What follows belongs to an exercise in optimizing a design on an open flow for small area and a short achievable clock period; a production flow would make more cautious choices.
Where RTL was checked, it was by simulation tests only, not by an equivalence proof against the original.
The RTL of run 2 was laid out without a check of its function.
No run shown here takes its clock network from TritonCTS; it comes from the design's own scripts or RTL.
No driver is modelled on the clock port, so clock power and skew are understated where the tree is cut down; a real chip needs a root buffer or a tree.
Power is estimated from default activity; no workload was simulated.

## flow/design.v (module list and top-level ports; edited modules follow where they fit)
// module c6288: 1345 lines
// module mul_fa: 4 lines
// module mul_fx: 6 lines
// module mul_x2: 3 lines
// module mul_maj: 3 lines
// module mul_han: 4 lines
// module mul_xn2: 3 lines
// module mul_or2: 3 lines
// module mul_ha: 4 lines
// module c6288_top: 18 lines
module c6288_top (
  input         clk,
  input  [15:0] a,
  input  [15:0] b,
  output [31:0] p
);
  // ...
==> flow/flow/run.sh <==
#!/bin/bash
set -uo pipefail
source flow/params.sh
export RES=orfs/results/sky130hd/c6288_top/base
ARGS=(MATCH_CELL_FOOTPRINT=0 "BUFFER_PORTS_ARGS=-buffer_cell $PORT_BUF" SETUP_SLACK_MARGIN=$SETUP_MARGIN $EXTRA)
if [ -n "${CTS_OPTS:-}" ]; then ARGS+=("CTS_ARGS=$CTS_OPTS"); fi
bash standard.sh "${ARGS[@]}" floorplan > std_floorplan.log 2>&1 || exit 1
if [ -n "$IN_FF" ]; then
  IN_FF=$IN_FF openroad -no_init -exit flow/upsize.tcl > upsize.log 2>&1 || exit 1
fi
bash standard.sh "${ARGS[@]}" cts > std_cts.log 2>&1 || exit 1
if [ -n "$SKEW_CELLS" ]; then
  SKEW_CELLS="$SKEW_CELLS" ROOT_CELL="${ROOT_CELL:-}" P_GROUP="${P_GROUP:-8}" IN_ROOTS="${IN_ROOTS:-2}" openroad -no_init -exit flow/${SKEW_TCL:-skew.tcl} > skew.log 2>&1 || exit 1
fi
bash standard.sh "${ARGS[@]}" finish > std_finish.log 2>&1
st=$?
cp orfs/logs/sky130hd/c6288_top/base/*.log . 2>/dev/null
exit $st
==> flow/flow/params.sh <==
SETUP_MARGIN=11.0
PORT_BUF=sky130_fd_sc_hd__buf_1
IN_FF=sky130_fd_sc_hd__dfxtp_2
SKEW_CELLS="sky130_fd_sc_hd__clkdlybuf4s25_1 sky130_fd_sc_hd__clkbuf_8"
EXTRA="SKIP_CTS_REPAIR_TIMING=1 REMOVE_ABC_BUFFERS=1 SETUP_MOVE_SEQUENCE=sizeup,swap"
CTS_OPTS="-sink_clustering_enable -repair_clock_nets -dont_use_dummy_load -buf_list {sky130_fd_sc_hd__clkbuf_4 sky130_fd_sc_hd__clkbuf_8}"
SKEW_TCL="skew2.tcl"
ROOT_CELL="sky130_fd_sc_hd__clkbuf_16"
P_GROUP="8"
IN_ROOTS="3"
==> flow/flow/skew.tcl <==
read_db $::env(RES)/4_cts.odb
set block [ord::get_db_block]
set db [ord::get_db]
array set groups {}
foreach inst [$block getInsts] {
  if {[string match {p_q*} [$inst getName]]} {
    set it [$inst findITerm CLK]
    lappend groups([[$it getNet] getName]) $it
  }
}
set k 0
foreach netname [lsort [array names groups]] {
  set src [$block findNet $netname]
  set sx 0; set sy 0; set c 0
  foreach it $groups($netname) {
    set bb [[$it getInst] getBBox]
    incr sx [$bb xMin]; incr sy [$bb yMin]; incr c
  }
  set x [expr {$sx / $c}]; set y [expr {$sy / $c}]
  foreach cell $::env(SKEW_CELLS) {
    set buf [odb::dbInst_create $block [$db findMaster $cell] "skew_buf_$k"]
    set dst [odb::dbNet_create $block "skew_clk_$k"]
    $dst setSigType CLOCK
    [$buf findITerm A] connect $src
    [$buf findITerm X] connect $dst
    $buf setLocation $x $y
    $buf setPlacementStatus PLACED
    set src $dst
    incr k
  }
  foreach it $groups($netname) {
    $it disconnect
    $it connect $src
  }
  puts "leaf $netname: $c product registers behind $::env(SKEW_CELLS)"
}
global_connect
detailed_placement
check_placement
write_db $::env(RES)/4_cts.odb
==> flow/flow/skew2.tcl <==
read_db $::env(RES)/4_cts.odb
set block [ord::get_db_block]
set db [ord::get_db]
set portnet [$block findNet clk]
set root ""
foreach it [$portnet getITerms] { set root [$it getInst] }
$root swapMaster [$db findMaster $::env(ROOT_CELL)]
set rootnet [[$root findITerm X] getNet]
puts "root [$root getName] -> [$rootnet getName]"
set leaves {}
set pflops {}
set inflops {}
foreach inst [$block getInsts] {
  set name [$inst getName]
  if {[string match {a_q*} $name] || [string match {b_q*} $name] || [string match {p_q*} $name]} {
    set it [$inst findITerm CLK]
    set drv [[$it getNet] getFirstOutput]
    if {$drv ne "NULL" && $drv ne ""} {
      set d [$drv getInst]
      if {$d ne $root} { lappend leaves $d }
    }
    $it disconnect
    if {[string match {p_q*} $name]} {
      lappend pflops $inst
    } else {
      lappend inflops $inst
    }
  }
}
# operand registers: split by position among IN_ROOTS new root buffers
set pts {}
foreach inst $inflops {
  set bb [$inst getBBox]
  lappend pts [list $inst [$bb xMin] [$bb yMin]]
}
set pts [lsort -integer -index 2 $pts]
set nr $::env(IN_ROOTS)
set per [expr {([llength $pts] + $nr - 1) / $nr}]
for {set r 0} {$r < $nr} {incr r} {
  set grp [lrange $pts [expr {$r * $per}] [expr {$r * $per + $per - 1}]]
  set sx 0; set sy 0
  foreach p $grp { incr sx [lindex $p 1]; incr sy [lindex $p 2] }
  set n [llength $grp]
  set buf [odb::dbInst_create $block [$db findMaster $::env(ROOT_CELL)] "clk_in_root_$r"]
  set dst [odb::dbNet_create $block "clk_in_$r"]
  $dst setSigType CLOCK
  [$buf findITerm A] connect $portnet
  [$buf findITerm X] connect $dst
  $buf setLocation [expr {$sx / $n}] [expr {$sy / $n}]
  $buf setPlacementStatus PLACED
  foreach p $grp { [[lindex $p 0] findITerm CLK] connect $dst }
  puts "operand root $r: $n registers"
}
set pts {}
foreach inst $pflops {
  set bb [$inst getBBox]
  lappend pts [list $inst [$bb xMin] [$bb yMin]]
}
set pts [lsort -integer -index 2 $pts]
set gsize $::env(P_GROUP)
set k 0
set g 0
for {set i 0} {$i < [llength $pts]} {incr i $gsize} {
  set grp [lsort -integer -index 1 [lrange $pts $i [expr {$i + $gsize - 1}]]]
  set sx 0; set sy 0
  foreach p $grp { incr sx [lindex $p 1]; incr sy [lindex $p 2] }
  set n [llength $grp]
  set x [expr {$sx / $n}]; set y [expr {$sy / $n}]
  set src $rootnet
  foreach cell $::env(SKEW_CELLS) {
    set buf [odb::dbInst_create $block [$db findMaster $cell] "skew_buf_$k"]
    set dst [odb::dbNet_create $block "skew_clk_$k"]
    $dst setSigType CLOCK
    [$buf findITerm A] connect $src
    [$buf findITerm X] connect $dst
    $buf setLocation $x $y
    $buf setPlacementStatus PLACED
    set src $dst
    incr k
  }
  foreach p $grp { [[lindex $p 0] findITerm CLK] connect $src }
  puts "group $g: $n product registers behind $::env(SKEW_CELLS)"
  incr g
}
# remove the CTS leaf buffers that now drive nothing
foreach d [lsort -unique $leaves] {
  set out [[$d findITerm X] getNet]
  set loads 0
  if {$out ne "NULL"} {
    foreach it [$out getITerms] { if {[$it isInputSignal]} { incr loads } }
  }
  if {$loads == 0} {
    puts "removing [$d getName]"
    odb::dbInst_destroy $d
    if {$out ne "NULL"} { odb::dbNet_destroy $out }
  }
}
global_connect
detailed_placement
check_placement
write_db $::env(RES)/4_cts.odb
==> flow/flow/upsize.tcl <==
# Give the operand registers a stronger flip-flop of the same type.
read_db $::env(RES)/2_floorplan.odb
set block [ord::get_db_block]
set m [[ord::get_db] findMaster $::env(IN_FF)]
set n 0
foreach inst [$block getInsts] {
  set name [$inst getName]
  if {[string match {a_q*} $name] || [string match {b_q*} $name]} {
    $inst swapMaster $m
    incr n
  }
}
puts "upsized $n registers to $::env(IN_FF)"
write_db $::env(RES)/2_floorplan.odb
==> flow/standard.sh <==
#!/bin/bash
# synth_recipe.tcl (not shown) runs the flow's synth.tcl, then flattens the netlist and writes it again
# the make line also repeats each setting of config.mk as NAME=value (left out here)
make -C /OpenROAD-flow-scripts/flow DESIGN_CONFIG=/design/flow/config.mk WORK_HOME=/design/flow/orfs CLKGATE_MAP_FILE= SYNTH_SCRIPT=/design/flow/synth_recipe.tcl "${@:-finish}"
==> flow/config.mk <==
export PLATFORM = sky130hd
export DESIGN_NAME = c6288_top
export DESIGN_NICKNAME = c6288_top
export VERILOG_FILES = /design/flow/design.v
export SDC_FILE = /design/flow/constraint.sdc
export NUM_CORES = 4
export LEC_CHECK = 0
export CAP_MARGIN = 20
export CORE_MARGIN = 2
export CORE_UTILIZATION = 65
export SLEW_MARGIN = 20
export SYNTH_HIERARCHICAL = 1
export SYNTH_MINIMUM_KEEP_SIZE = 0
==> flow/constraint.sdc <==
create_clock -name core_clock -period 15.0 [get_ports {clk}]
set_input_delay 3.0000 -clock core_clock [delete_from_list [all_inputs] [get_ports {clk}]]
set_output_delay 3.0000 -clock core_clock [all_outputs]
set_load 0.01 [all_outputs]
==> metrics.log, run 1 <==
[metrics] run status: finished clean
[metrics] total congestion overflow: 0
[metrics] Max IR drop VDD: 339 uV
[metrics] max frequency: 0.229 GHz
[metrics] GR Util All Layers: roughly a third
[metrics] worst setup slack after placement: a little under 10 ns
[metrics] Wirelength per Cell: 21.1 um
[metrics] leading cell type in the layout, fill and taps excluded: sky130_fd_sc_hd__nand2_1
[metrics] later-pin clock latency in the skew report: around 0.57 ns
[metrics] EDFF count, synth: 0
[metrics] port buffer count: 64
[metrics] number of library cell types mapped by synthesis: 38
[metrics] source of the worst hold timing path: a_q[0]$_DFF_P_
[metrics] category of the most critical setup path: flip-flop to flip-flop
[metrics] overall die area: between 10000 and 15000 um^2
[metrics] signed area change from the synthesized netlist to the final layout: 10.4%
[metrics] unrepaired setup endpoints after global routing: true
[metrics] Final HPWL DP: around 15000 um
[metrics] max_cap viols: 0
[metrics] xor and xnor area share after synthesis: around 5.1%
[metrics] CP cell instances: nand2_2 -> fa_1 -> fa_1 -> fa_1 -> fa_1 -> fa_1 -> fa_1 -> ha_4 -> nand2_2 -> o21ai_4 -> o211a_1 -> o31ai_2 -> a311oi_2 -> xnor2_1
[metrics] path class of the lowest-slack min-delay path: flip-flop to flip-flop
[metrics] tapcells inserted: between 100 and 150
[metrics] share of the synthesized area in compound gates (AO/OA/AOI/OAI): under 10%
[metrics] number of nets at the end of the flow: ~1000
[metrics] register clock-pin slew on the reported worst setup and hold paths: 0.07 ns
[metrics] maximum number of pins on one net before global-route repair: 17
[metrics] initial antenna violation count: 0
[metrics] via/cell ratio: slightly above 6
[metrics] fillcell total: around 900
[metrics] FF+latch count, synth: between 60 and 70
[metrics] Comb group: between 0.002 and 0.0025 W
[metrics] sink of the worst hold path: p_q[0]$_DFF_P_
[metrics] clock tree buffer count of the final layout: 1
[metrics] fraction of registers with async set or reset after synthesis: 0%
[metrics] share of total power in the clock network: approximately 6.2%
[metrics] Worst Reg-to-Reg Cells: 14
==> inputs of run 2 (changes only) <==
--- a/flow/design.v
+++ b/flow/design.v
@@ -1177,18 +1177,17 @@
   mul_ha u_cpa25 (.a(xn[25]), .b(yn[25]), .s(pg[25]), .co(kl[25]));
   mul_ha u_cpa26 (.a(xn[26]), .b(yn[26]), .s(pg[26]), .co(kl[26]));
   mul_ha u_cpa27 (.a(xn[27]), .b(yn[27]), .s(pg[27]), .co(kl[27]));
   mul_ha u_cpa28 (.a(xn[28]), .b(yn[28]), .s(pg[28]), .co(kl[28]));
   mul_ha u_cpa29 (.a(xn[29]), .b(yn[29]), .s(pg[29]), .co(kl[29]));
   mul_ha u_cpa30 (.a(xn[30]), .b(yn[30]), .s(pg[30]), .co(kl[30]));
   assign pg[31] = 1'b0;
   assign kl[31] = 1'b1;
-  wire nc0 = kl[0] | pg[0];
-  wire rg1 = kl[1] | (pg[1] & nc0);
+  wire rg1 = kl[1] | (pg[1] & 1'b1);
   wire rg2 = kl[2] | (pg[2] & rg1);
   wire rg3 = kl[3] | (pg[3] & rg2);
   wire G0_5 = kl[5] | (pg[5] & kl[4]);
   wire P0_5 = pg[5] & pg[4];
   wire G0_7 = kl[7] | (pg[7] & kl[6]);
   wire P0_7 = pg[7] & pg[6];
   wire G0_9 = kl[9] | (pg[9] & kl[8]);
   wire P0_9 = pg[9] & pg[8];
@@ -1306,17 +1305,17 @@
   wire G4_25 = G3_25 | (P3_25 & G3_15);
   wire G4_26 = G3_26 | (P3_26 & G3_15);
   wire G4_27 = G3_27 | (P3_27 & G3_15);
   wire G4_28 = G3_28 | (P3_28 & G3_15);
   wire G4_29 = G3_29 | (P3_29 & G3_15);
   wire G4_30 = G3_30 | (P3_30 & G3_15);
   wire G4_31 = G3_31 | (P3_31 & G3_15);
   assign p[0] = pg[0];
-  mul_xn2 u_sum1 (.a(pg[1]), .b(nc0), .y(p[1]));
+  assign p[1] = pg[1];
   mul_xn2 u_sum2 (.a(pg[2]), .b(rg1), .y(p[2]));
   mul_xn2 u_sum3 (.a(pg[3]), .b(rg2), .y(p[3]));
   mul_xn2 u_sum4 (.a(pg[4]), .b(rg3), .y(p[4]));
   mul_xn2 u_sum5 (.a(pg[5]), .b(G2_4), .y(p[5]));
   mul_xn2 u_sum6 (.a(pg[6]), .b(G2_5), .y(p[6]));
   mul_xn2 u_sum7 (.a(pg[7]), .b(G2_6), .y(p[7]));
   mul_xn2 u_sum8 (.a(pg[8]), .b(G2_7), .y(p[8]));
   mul_xn2 u_sum9 (.a(pg[9]), .b(G3_8), .y(p[9]));
@@ -1336,17 +1335,17 @@
   mul_xn2 u_sum23 (.a(pg[23]), .b(G4_22), .y(p[23]));
   mul_xn2 u_sum24 (.a(pg[24]), .b(G4_23), .y(p[24]));
   mul_xn2 u_sum25 (.a(pg[25]), .b(G4_24), .y(p[25]));
   mul_xn2 u_sum26 (.a(pg[26]), .b(G4_25), .y(p[26]));
   mul_xn2 u_sum27 (.a(pg[27]), .b(G4_26), .y(p[27]));
   mul_xn2 u_sum28 (.a(pg[28]), .b(G4_27), .y(p[28]));
   mul_xn2 u_sum29 (.a(pg[29]), .b(G4_28), .y(p[29]));
   mul_xn2 u_sum30 (.a(pg[30]), .b(G4_29), .y(p[30]));
-  mul_xn2 u_sum31 (.a(pg[31]), .b(G4_30), .y(p[31]));
+  assign p[31] = ~G4_30;
 endmodule
 module mul_fa (input a, input b, input c, output s, output co);
   assign s  = a ^ b ^ c;
   assign co = (a & b) | (a & c) | (b & c);
 endmodule
 module mul_fx (input a, input b, input c, output s, output co);
   wire t;
   mul_x2  u_x1 (.a(a), .b(b), .y(t));
@@ -1361,16 +1360,31 @@
 endmodule
 module mul_han (input a, input b, output s, output co);
   mul_xn2 u_x (.a(a), .b(b), .y(s));
   mul_or2 u_o (.a(a), .b(b), .y(co));
 endmodule
 module mul_xn2 (input a, input b, output y);
   assign y = ~(a ^ b);
 endmodule
+module mul_inv (input a, output y);
+  assign y = ~a;
+endmodule
+module mul_nand2 (input a, input b, output y);
+  assign y = ~(a & b);
+endmodule
+module mul_nor2 (input a, input b, output y);
+  assign y = ~(a | b);
+endmodule
+module mul_aoi21 (input a1, input a2, input b1, output y);
+  assign y = ~((a1 & a2) | b1);
+endmodule
+module mul_oai21 (input a1, input a2, input b1, output y);
+  assign y = ~((a1 | a2) & b1);
+endmodule
 module mul_or2 (input a, input b, output y);
   assign y = a | b;
 endmodule
 module mul_ha (input a, input b, output s, output co);
   assign s  = a ^ b;
   assign co = a & b;
 endmodule
 module c6288_top (
==> flow/flow/params.sh (replaced) <==
SETUP_MARGIN=10.7
PORT_BUF=sky130_fd_sc_hd__buf_1
IN_FF=sky130_fd_sc_hd__dfxtp_2
SKEW_CELLS="sky130_fd_sc_hd__clkdlybuf4s50_1 sky130_fd_sc_hd__clkbuf_8"
EXTRA="SKIP_CTS_REPAIR_TIMING=1 REMOVE_ABC_BUFFERS=1 SETUP_MOVE_SEQUENCE=sizeup,swap"
CTS_OPTS="-sink_clustering_enable -repair_clock_nets -dont_use_dummy_load -buf_list {sky130_fd_sc_hd__clkbuf_4 sky130_fd_sc_hd__clkbuf_8}"
SKEW_TCL="skew2.tcl"
ROOT_CELL="sky130_fd_sc_hd__clkbuf_16"
P_GROUP="8"
IN_ROOTS="3"
==> run 2 against run 1 <==
Effect of this change: synthesized cell count fell by 3.4%; hold slack got worse by 0.13 ns; register-to-register slack lost 0.22 ns; design area shrank 1.5%; cell count fell by 3.1%; highest routed layer unchanged; non-clock buffer count grew 2; clock power is 3% higher; count of clock-buffer cells in the layout is the same; wire length fell by 2.2%; first-iteration DRC count up 42%; sequential share of layout area is 0.14 points higher; synthesized area decreased by 1.4%.
==> metrics.log, run 2 <==
[metrics] run status: finished clean (unchanged)
[metrics] fillcell total: 817 (was 899)
[metrics] violation count after the first detailed-route iteration: 433 (was 306)
[metrics] Wirelength per Cell: 21.3 um (was 21.1 um)
[metrics] Power, Total: 0.00248 W (was 0.00256 W)
[metrics] path class of the lowest-slack min-delay path: flip-flop to flip-flop (unchanged)
[metrics] port buffer count: 64 (unchanged)
[metrics] total congestion overflow: 0 (unchanged)
[metrics] core region area: 11600 um^2 (was 11900 um^2)
[metrics] Pleak: 3.00 nW (was 3.12 nW)
[metrics] clock net sink count: 64 (unchanged)
[metrics] maximum net fanout on the critical path: 16 (unchanged)
[metrics] period utilisation layout: 30.5% (was 29.1%)
[metrics] Max IR drop VDD: 605 uV (was 339 uV)
[metrics] multiplexer share of the synthesized area: 0% (unchanged)
[metrics] number of nets at the end of the flow: 1022 (was 1047)
[metrics] wire length of the first global-routing pass: 31100 um (was 31300 um)
[metrics] later-pin clock latency in the skew report: 0.82 ns (was 0.57 ns)
[metrics] placed insts: 891 (was 922)
[metrics] antenna cells: 0 (unchanged)
[metrics] pwr dens: 289 nW/um^2 (was 294 nW/um^2)
[metrics] drt pass-1 iters: 5 (unchanged)
[metrics] overall die area: 12900 um^2 (was 13000 um^2)
[metrics] leading register cell type out of synthesis: sky130_fd_sc_hd__dfxtp_1 (unchanged)
[metrics] register with the highest flop count: p_q (unchanged)
[metrics] number of global-route vias before repair: 6085 (was 6098)
[metrics] number of remaining DRC errors: 0 (unchanged)
[metrics] Crit path buffers/inverters: 0 (unchanged)
[metrics] number of endpoints failing setup at the final stage: 0 (unchanged)
[metrics] area fraction of the dominant cell type after synthesis: 50.2% (was 49.5%)
[metrics] EDFF count, synth: 0 (unchanged)
[metrics] FF+latch count, synth: 64 (unchanged)
[metrics] slew of the pin with the lowest slew margin: 0.805 ns (was 0.664 ns)
[metrics] largest area contributor in the synthesized netlist: sky130_fd_sc_hd__fa_1 (unchanged)
[metrics] share of synthesized cell area in full adder, half adder and majority cells: 55.0% (was 54.3%)
[metrics] commonest cells after routing, fill and taps aside: sky130_fd_sc_hd__nand2_1 (249), sky130_fd_sc_hd__fa_1 (179), sky130_fd_sc_hd__buf_1 (52) (was sky130_fd_sc_hd__nand2_1 (259), sky130_fd_sc_hd__fa_1 (183), sky130_fd_sc_hd__xnor2_1 (44))
[metrics] mean cell area of the mapped netlist: 10.4 um^2 (was 10.2 um^2)
[metrics] number of library cell types mapped by synthesis: 35 (was 38)
[metrics] maximum number of pins on one net before global-route repair: 17 (unchanged)
[metrics] largest registers: p_q x32, a_q x16, b_q x16 (unchanged)
[metrics] Clock Skews: 0.693 ns (was 0.450 ns)
[metrics] max frequency: 0.218 GHz (was 0.229 GHz)
[metrics] sequential-to-total area share from yosys stat: 16.5% (was 16.3%)
[metrics] standard cell with the maximum stage delay on the critical path: sky130_fd_sc_hd__fa_2 (was sky130_fd_sc_hd__fa_1)
[metrics] main combinational cell family by area after synthesis: adder cells (unchanged)
[metrics] crit path capture type: flip-flop (unchanged)
[metrics] final std cells w/o fill: 905 (was 934)
[metrics] GR Util All Layers: 32.6% (was 32.2%)
[metrics] fraction of registers with async set or reset after synthesis: 0% (unchanged)
[metrics] synthesized area: 7770 um^2 (was 7880 um^2)
[metrics] cell count after synthesis: 748 (was 774)
[metrics] final weighted congestion in routability-driven placement: 0.877 (was 0.903)
[metrics] final-layout worst hold slack: 0.0432 ns (was 0.172 ns)
[metrics] Largest register FFs: 32 (unchanged)
[metrics] critical path launch point type: flip-flop (unchanged)
[metrics] signed area change from the synthesized netlist to the final layout: 10.3% (was 10.4%)
[metrics] CP cell instances: nand2_2 -> fa_2 -> fa_1 -> fa_2 -> fa_1 -> fa_2 -> fa_2 -> ha_4 -> a21oi_2 -> o21ai_4 -> a221oi_4 -> nand2_1 -> o21ba_4 -> a31o_4 -> a21o_1 -> xnor2_1 (was nand2_2 -> fa_1 -> fa_1 -> fa_1 -> fa_1 -> fa_1 -> fa_1 -> ha_4 -> nand2_2 -> o21ai_4 -> o211a_1 -> o31ai_2 -> a311oi_2 -> xnor2_1)
[metrics] xor and xnor area share after synthesis: 4.96% (was 5.11%)
[metrics] vias after detailed routing: 5480 (was 5647)
[metrics] height of the die: 113 um (was 114 um)
[metrics] max_cap viols: 0 (unchanged)
[metrics] initial antenna violation count: 0 (unchanged)
[metrics] IO Count: 65 (unchanged)
[metrics] top cells by area in the synthesized netlist: sky130_fd_sc_hd__fa_1 (50%), sky130_fd_sc_hd__dfxtp_1 (16%), sky130_fd_sc_hd__nand2_1 (13%) (unchanged)
[metrics] number of nets still failing antenna checks after routing: 0 (unchanged)
[metrics] clock period minus worst slack: 4.58 ns (was 4.36 ns)
[metrics] hold violation count in the final report: 0 (unchanged)
[metrics] relative slew slack: 45.8% (was 55.2%)
[metrics] Most common cell on crit path: sky130_fd_sc_hd__fa_2 (was sky130_fd_sc_hd__fa_1)
[metrics] die span in x: 113 um (was 114 um)
[metrics] category of the most critical setup path: flip-flop to flip-flop (unchanged)
[metrics] register clock-pin slew on the reported worst setup and hold paths: 0.08 ns (was 0.07 ns)
[metrics] unrepaired setup endpoints after global routing: true (unchanged)
[metrics] Synth Warn #: 7 (unchanged)
[metrics] share of the synthesized area in compound gates (AO/OA/AOI/OAI): 4.68% (was 4.92%)
[metrics] setup total negative slack: 0 ns (unchanged)
[metrics] leading cell type in the layout, fill and taps excluded: sky130_fd_sc_hd__nand2_1 (unchanged)
[metrics] Initial Utilization: 67.2% (was 66.2%)
[metrics] final routed wirelength across all metal layers: 19200 um (was 19700 um)
[metrics] cell row count: 39 (was 40)
[metrics] simple-gate area share of the yosys netlist: 15.5% (was 16.1%)
[metrics] via/cell ratio: 6.06 (was 6.05)
[metrics] Final HPWL DP: 14000 um (was 14900 um)
[metrics] layout cells sized above 1: 15.2% (was 16.5%)
[metrics] Largest delay share family, worst path: adder cells (unchanged)
[metrics] Max Transition Viols Final: 0 (unchanged)
[metrics] critical path data arrival time: 5.25 ns (was 4.80 ns)
[metrics] largest stage delay on the critical path: 0.56 ns (was 0.54 ns)
[metrics] most frequent cells after synthesis: sky130_fd_sc_hd__nand2_1 (263), sky130_fd_sc_hd__fa_1 (195), sky130_fd_sc_hd__dfxtp_1 (64) (was sky130_fd_sc_hd__nand2_1 (267), sky130_fd_sc_hd__fa_1 (195), sky130_fd_sc_hd__dfxtp_1 (64))
[metrics] required time reported for the critical path endpoint: 15.67 ns (was 15.44 ns)
[metrics] most instantiated library cell after synthesis: sky130_fd_sc_hd__nand2_1 (unchanged)
-- run 2: cell types whose count changed after synthesis, moves of 2 or more --
cell	change
sky130_fd_sc_hd__and3_1	-4
sky130_fd_sc_hd__a21oi_2	+3
sky130_fd_sc_hd__o21a_1	-2
sky130_fd_sc_hd__o211ai_1	-2
sky130_fd_sc_hd__and2_1	+2
sky130_fd_sc_hd__conb_1	-2
sky130_fd_sc_hd__a21o_1	+5
sky130_fd_sc_hd__o211ai_2	-2
sky130_fd_sc_hd__nor3_1	-5
sky130_fd_sc_hd__a21o_2	-2
sky130_fd_sc_hd__nor2_1	-10
sky130_fd_sc_hd__nand2_1	-4
sky130_fd_sc_hd__xnor2_1	-2
sky130_fd_sc_hd__a21oi_1	-6
-- run 2: stage by stage --
step                setup slack [ns]  utilization, %  instance area [um^2]
finish                         10.42            74.1                  8570
global route                   10.28            74.1                  8570
CTS                             9.31            70.1                  8110
detailed placement              9.33            69.0                  7990
global placement                9.42            69.0                  7990
floorplan                       9.77               -                  7530
-- run 2: final timing paths --
check | from | cells past startpoint | end | slack, ns
setup reg to reg | b_q[13]$_DFF_P_ | 16 | p_q[30]$_DFF_P_ | 10.42
setup / recovery | b_q[13]$_DFF_P_ | 16 | p_q[30]$_DFF_P_ | 10.42
hold reg to reg | b_q[1]$_DFF_P_ | 2 | p_q[1]$_DFF_P_ | 0.04
hold / removal | b_q[1]$_DFF_P_ | 2 | p_q[1]$_DFF_P_ | 0.04
-- run 2: kinds of logic after synthesis --
family,after synthesis
and+or+nand+nor,298
adders and majority gates,225
buffers and inverters,68
DFF,64
AOI/OAI and AO/OA,49
xor gates and xnor gates,44
-- run 2: per-module statistics from Yosys, one instance, submodules excluded, a selection --
module | area [um^2] | copies in the design
mul_fa | 20.0 | 195
mul_xn2 | 8.76 | 44
c6288_top | 1280 | 1
mul_ha | 12.5 | 30
mul_or2 | 6.26 | 15
c6288 | 1730 | 1
-- run 2: power breakdown --
part	switching (W)	total [W]	internal, W
Sequential	0.0000359	0.000286	0.000250
Clock	0.0000733	0.000163	0.0000896
Combinational	0.00102	0.00203	0.00101
Total	0.00112	0.00248	0.00135
-- run 2: worst reg2reg max path, stage by stage (launching register included) --
cell	delay [ns]
sky130_fd_sc_hd__dfxtp_4	0.50
sky130_fd_sc_hd__nand2_2	0.11
sky130_fd_sc_hd__fa_2	0.47
sky130_fd_sc_hd__fa_1	0.40
sky130_fd_sc_hd__fa_2	0.56
sky130_fd_sc_hd__fa_1	0.43
sky130_fd_sc_hd__fa_2	0.54
sky130_fd_sc_hd__fa_2	0.45
sky130_fd_sc_hd__ha_4	0.18
sky130_fd_sc_hd__a21oi_2	0.16
sky130_fd_sc_hd__o21ai_4	0.09
sky130_fd_sc_hd__a221oi_4	0.36
sky130_fd_sc_hd__nand2_1	0.11
sky130_fd_sc_hd__o21ba_4	0.22
sky130_fd_sc_hd__a31o_4	0.23
sky130_fd_sc_hd__a21o_1	0.18
sky130_fd_sc_hd__xnor2_1	0.11
-- run 2: cell type report --
type / instances / area [um^2] / area share [%]
Tap cell: 143 / 179 / 2.09
Buffer: 11 / 170 / 1.98
Inverter: 4 / 15.0 / 0.175
Timing Repair Buffer: 66 / 275 / 3.21
Clock buffer: 1 / 25.0 / 0.292
Multi-Input combinational cell: 616 / 6510 / 75.9
Sequential cell: 64 / 1400 / 16.4
-- run 2: per-layer routing --
layer | track usage [%] | share of wire [%] | up-vias
met4 | 16.3 | 3.3 | 0
met2 | 53.3 | 51 | 252
met1 | 42.6 | 39 | 2854
met5 | 0 | 0 | -
li1 | - | - | 2318
met3 | 5.73 | 6.4 | 56

## separate check: timing with driven ports
How much do the figures lean on ideal ports? The routed layouts below were timed once more, with nothing changed but the port constraints.
Step 1: set_driving_cell puts a clkbuf_16 on clk and a buf_2 on each other input, an assumption about the parent block.
Step 2, shift: input delay + t, output delay - t, t = (earliest + latest rising clock arrival at the registers) / 2. This alone moves slack from input paths to output paths.
a / b / c = no drivers / after step 1 / after step 2; a / b = the first two.
run | t, ns | setup WS [ns] | worst hold slack (ns) | latest minus earliest clock arrival (ns)
run 1 | 0.419 | 10.641 / 10.641 / 10.641 | 0.172 / 0.173 / 0.173 | 0.451 / 0.450
run 2 | 0.554 | 10.420 / 10.420 / 10.420 | 0.043 / 0.043 / 0.043 | 0.693 / 0.692
In run 1 and run 2 the clock reaches the registers at very different times; t lies between them, and the last value is a rough guide only.
